This is an optimization exercise on Yosys and OpenROAD, whose aim is small area, a short achievable clock period and few clock cycles, not a production implementation. Function was checked by simulation only, so behaviour that the tests miss may differ from the original. Power is estimated from default activity; no workload was simulated.

==> inputs of violet <==
## md5
module md5(
    input clk,
    input reset,
    input [0:8*8-1] input_num,
    input input_valid,
    output  [0:128-1] output_hash,
    output  output_valid
);
clock: 8.5 ns
lec_check: 0
abc_area: 1
cap_margin: 20
core_margin: 2
core_utilization: 55
cts_buf_list: sky130_fd_sc_hd__clkbuf_8
setup_slack_margin: 3.5
slew_margin: 20
tns_end_percent: 0
standard.sh (not shown) runs the stock make flow with config.mk's settings and CLKGATE_MAP_FILE= SYNTH_SCRIPT=/design/flow/synth_recipe.tcl, a recipe that flattens the netlist after the stock synthesis.
==> flow/flow/run.sh <==
#!/bin/bash
# The standard layout (the standard.sh, with its standard synthesis), except that
# the input and output ports are buffered with sky130_fd_sc_hd__buf_1 instead of the
# larger cell buffer_ports picks by default. Every port still gets its own buffer.
set -euo pipefail
cd "$(dirname "${BASH_SOURCE[0]}")/.."
bash standard.sh "BUFFER_PORTS_ARGS=-buffer_cell sky130_fd_sc_hd__buf_1" finish > flow_make.log 2>&1
==> zinc (differences from violet) <==
--- a/flow/design.v
+++ b/flow/design.v
@@ -700,17 +700,37 @@
         2'd0: kc = H3;
         2'd1: kc = H2;
         default: kc = H1;
     endcase
 end
 wire s0 = cnt == 7'd18 || cnt == 7'd40 || cnt == 7'd47;
 wire s1 = cnt == 7'd0 || cnt == 7'd15 || cnt == 7'd35 || cnt == 7'd54;
 wire [31:0] ms = pre ? w0 : (({32{s0}} & m0) | ({32{s1}} & m1));
-wire [31:0] pn = d + kc + ms;
+wire [31:0] cs = d ^ kc ^ ms;
+wire [31:0] cc = {(d[30:0] & kc[30:0]) | (d[30:0] & ms[30:0]) | (kc[30:0] & ms[30:0]), 1'b0};
+reg [31:0] pg, pp;
+integer l, j;
+always @(*) begin
+    pg = cs & cc;
+    pp = cs ^ cc;
+    for (l = 0; l < 5; l = l + 1)
+        for (j = 0; j < 32; j = j + 1)
+            if (((j + 1) % (1 << (l + 1))) == 0) begin
+                pg[j] = pg[j] | (pp[j] & pg[j - (1 << l)]);
+                pp[j] = pp[j] & pp[j - (1 << l)];
+            end
+    for (l = 3; l >= 0; l = l - 1)
+        for (j = 0; j < 32; j = j + 1)
+            if (((j + 1) % (1 << (l + 1))) == (1 << l) && j >= (1 << (l + 1))) begin
+                pg[j] = pg[j] | (pp[j] & pg[j - (1 << l)]);
+                pp[j] = pp[j] & pp[j - (1 << l)];
+            end
+end
+wire [31:0] pn = cs ^ cc ^ {pg[30:0], 1'b0};
 always @(posedge clk) begin
     if (reset) begin
         pre <= 1'b1;
         vld <= 1'b0;
         cnt <= 7'd0;
     end else if (pre) begin
         if (input_valid) pre <= 1'b0;
     end else if (!vld) begin
==> flow/config.mk (replaced) <==
export PLATFORM = sky130hd
export DESIGN_NAME = md5
export DESIGN_NICKNAME = md5
export VERILOG_FILES = /design/flow/design.v
export SDC_FILE = /design/flow/constraint.sdc
export NUM_CORES = 4
export LEC_CHECK = 0
export CAP_MARGIN = 20
export CORE_MARGIN = 2
export CORE_UTILIZATION = 55
export SETUP_SLACK_MARGIN = 3
export SLEW_MARGIN = 20
==> ember (differences from violet) <==
--- a/flow/design.v
+++ b/flow/design.v
@@ -700,17 +700,37 @@
         2'd0: kc = H3;
         2'd1: kc = H2;
         default: kc = H1;
     endcase
 end
 wire s0 = cnt == 7'd18 || cnt == 7'd40 || cnt == 7'd47;
 wire s1 = cnt == 7'd0 || cnt == 7'd15 || cnt == 7'd35 || cnt == 7'd54;
 wire [31:0] ms = pre ? w0 : (({32{s0}} & m0) | ({32{s1}} & m1));
-wire [31:0] pn = d + kc + ms;
+wire [31:0] cs = d ^ kc ^ ms;
+wire [31:0] cc = {(d[30:0] & kc[30:0]) | (d[30:0] & ms[30:0]) | (kc[30:0] & ms[30:0]), 1'b0};
+reg [31:0] pg, pp;
+integer l, j;
+always @(*) begin
+    pg = cs & cc;
+    pp = cs ^ cc;
+    for (l = 0; l < 5; l = l + 1)
+        for (j = 0; j < 32; j = j + 1)
+            if (((j + 1) % (1 << (l + 1))) == 0) begin
+                pg[j] = pg[j] | (pp[j] & pg[j - (1 << l)]);
+                pp[j] = pp[j] & pp[j - (1 << l)];
+            end
+    for (l = 3; l >= 0; l = l - 1)
+        for (j = 0; j < 32; j = j + 1)
+            if (((j + 1) % (1 << (l + 1))) == (1 << l) && j >= (1 << (l + 1))) begin
+                pg[j] = pg[j] | (pp[j] & pg[j - (1 << l)]);
+                pp[j] = pp[j] & pp[j - (1 << l)];
+            end
+end
+wire [31:0] pn = cs ^ cc ^ {pg[30:0], 1'b0};
 always @(posedge clk) begin
     if (reset) begin
         pre <= 1'b1;
         vld <= 1'b0;
         cnt <= 7'd0;
     end else if (pre) begin
         if (input_valid) pre <= 1'b0;
     end else if (!vld) begin
--- a/flow/config.mk
+++ b/flow/config.mk
@@ -5,11 +5,11 @@
 export SDC_FILE = /design/flow/constraint.sdc
 export NUM_CORES = 4
 export LEC_CHECK = 0
 export ABC_AREA = 1
 export CAP_MARGIN = 20
 export CORE_MARGIN = 2
 export CORE_UTILIZATION = 55
 export CTS_BUF_LIST = sky130_fd_sc_hd__clkbuf_8
-export SETUP_SLACK_MARGIN = 3.5
+export SETUP_SLACK_MARGIN = 3
 export SLEW_MARGIN = 20
 export TNS_END_PERCENT = 0
==> summary.md <==
| Metric | Value |
|---|---|
| Worst slew pin tran | `0.968 ns` |
| DIE WIDTH | `201 um` |
| Final wirelength | `87.8 mm` |
| N_taps | `511` |
| Logic gate share of total power | `0.624` |
| Adder-Cell Fraction of Synth Area | `0.151` |
| Post-route core utilization | `0.680` |
| Max Clock Freq | `167 MHz` |
| Final clock skew | `0.0195 ns` |
| Area after DPL | `22500 um2` |
| Fin Hold WS | `0.506 ns` |
| Outcome | `timing/DRC/antenna clean` |
| Signal inverters | `162` |
| Syn_nets | `2877` |
[end of results for zinc]
==> summary.md <==
| Metric | Value |
|---|---|
| Syn_nets | `3471` |
| Adder-Cell Fraction of Synth Area | `0.132` |
| Final clock skew | `0.0485 ns` |
| Post-route core utilization | `0.630` |
| Worst slew pin tran | `1.12 ns` |
| Logic gate share of total power | `0.612` |
| Max Clock Freq | `201 MHz` |
| Outcome | `timing/DRC/antenna clean` |
| DIE WIDTH | `204 um` |
| Final wirelength | `103 mm` |
| N_taps | `525` |
[end of results for violet]
==> summary.md <==
| Metric | Value |
|---|---|
| Final clock skew | `0.0339 ns` |
| DIE WIDTH | `202 um` |
| Worst hold endpoint | `v[0]` |
| Post-route core utilization | `0.635` |
| Seq/Total Area, Yosys | `0.293` |
| Fin Hold WS | `0.513 ns` |
| Internal | `0.00394 W` |
| Adder-Cell Fraction of Synth Area | `0.148` |
| Slowest CP cell | `clkinvlp_2` |
| Worst slew pin tran | `1.05 ns` |
| Signal inverters | `409` |
| Clock-cell share | `0.0370` |
| Final wirelength | `103 mm` |
| N_taps | `518` |
| Syn_nets | `3295` |
| Outcome | `timing/DRC/antenna clean` |
| Max_cap viols | `0` |
[end of results for ember]
Testbench counts of violet, summed over its fixed seeds: cycles 55,200.
Testbench counts of zinc, summed over its fixed seeds: cycles 55,200.
Testbench counts of ember, summed over its fixed seeds: cycles 55,200.

## separate check: timing with driven ports
How much do the figures lean on ideal ports? The routed layouts below were timed once more, with nothing changed but the port constraints.
Step 1 sets driving cells, clkbuf_16 on the clock port and buf_2 on the other inputs (assumed; they add their load-dependent delay and slew).
Step 2 moves the port delays by t, midway between the first and last clock arrival at a register: inputs arrive t later, outputs are due t later. That takes back most of the time a late clock gives input paths.
Slacks: no drivers / after step 1 / after step 2; pairs: no drivers / after step 1.
run | t, ns | setup WS [ns] | worst setup path at the end | worst register clock-pin slew, ns
violet | 0.726 | 3.519 / 3.519 / 3.519 | register to register | 0.07 / 0.07
zinc | 0.615 | 2.526 / 2.526 / 2.526 | register to register | 0.08 / 0.08
ember | 0.685 | 2.855 / 2.855 / 2.855 | register to register | 0.08 / 0.08
After both steps every run listed still meets setup and hold.
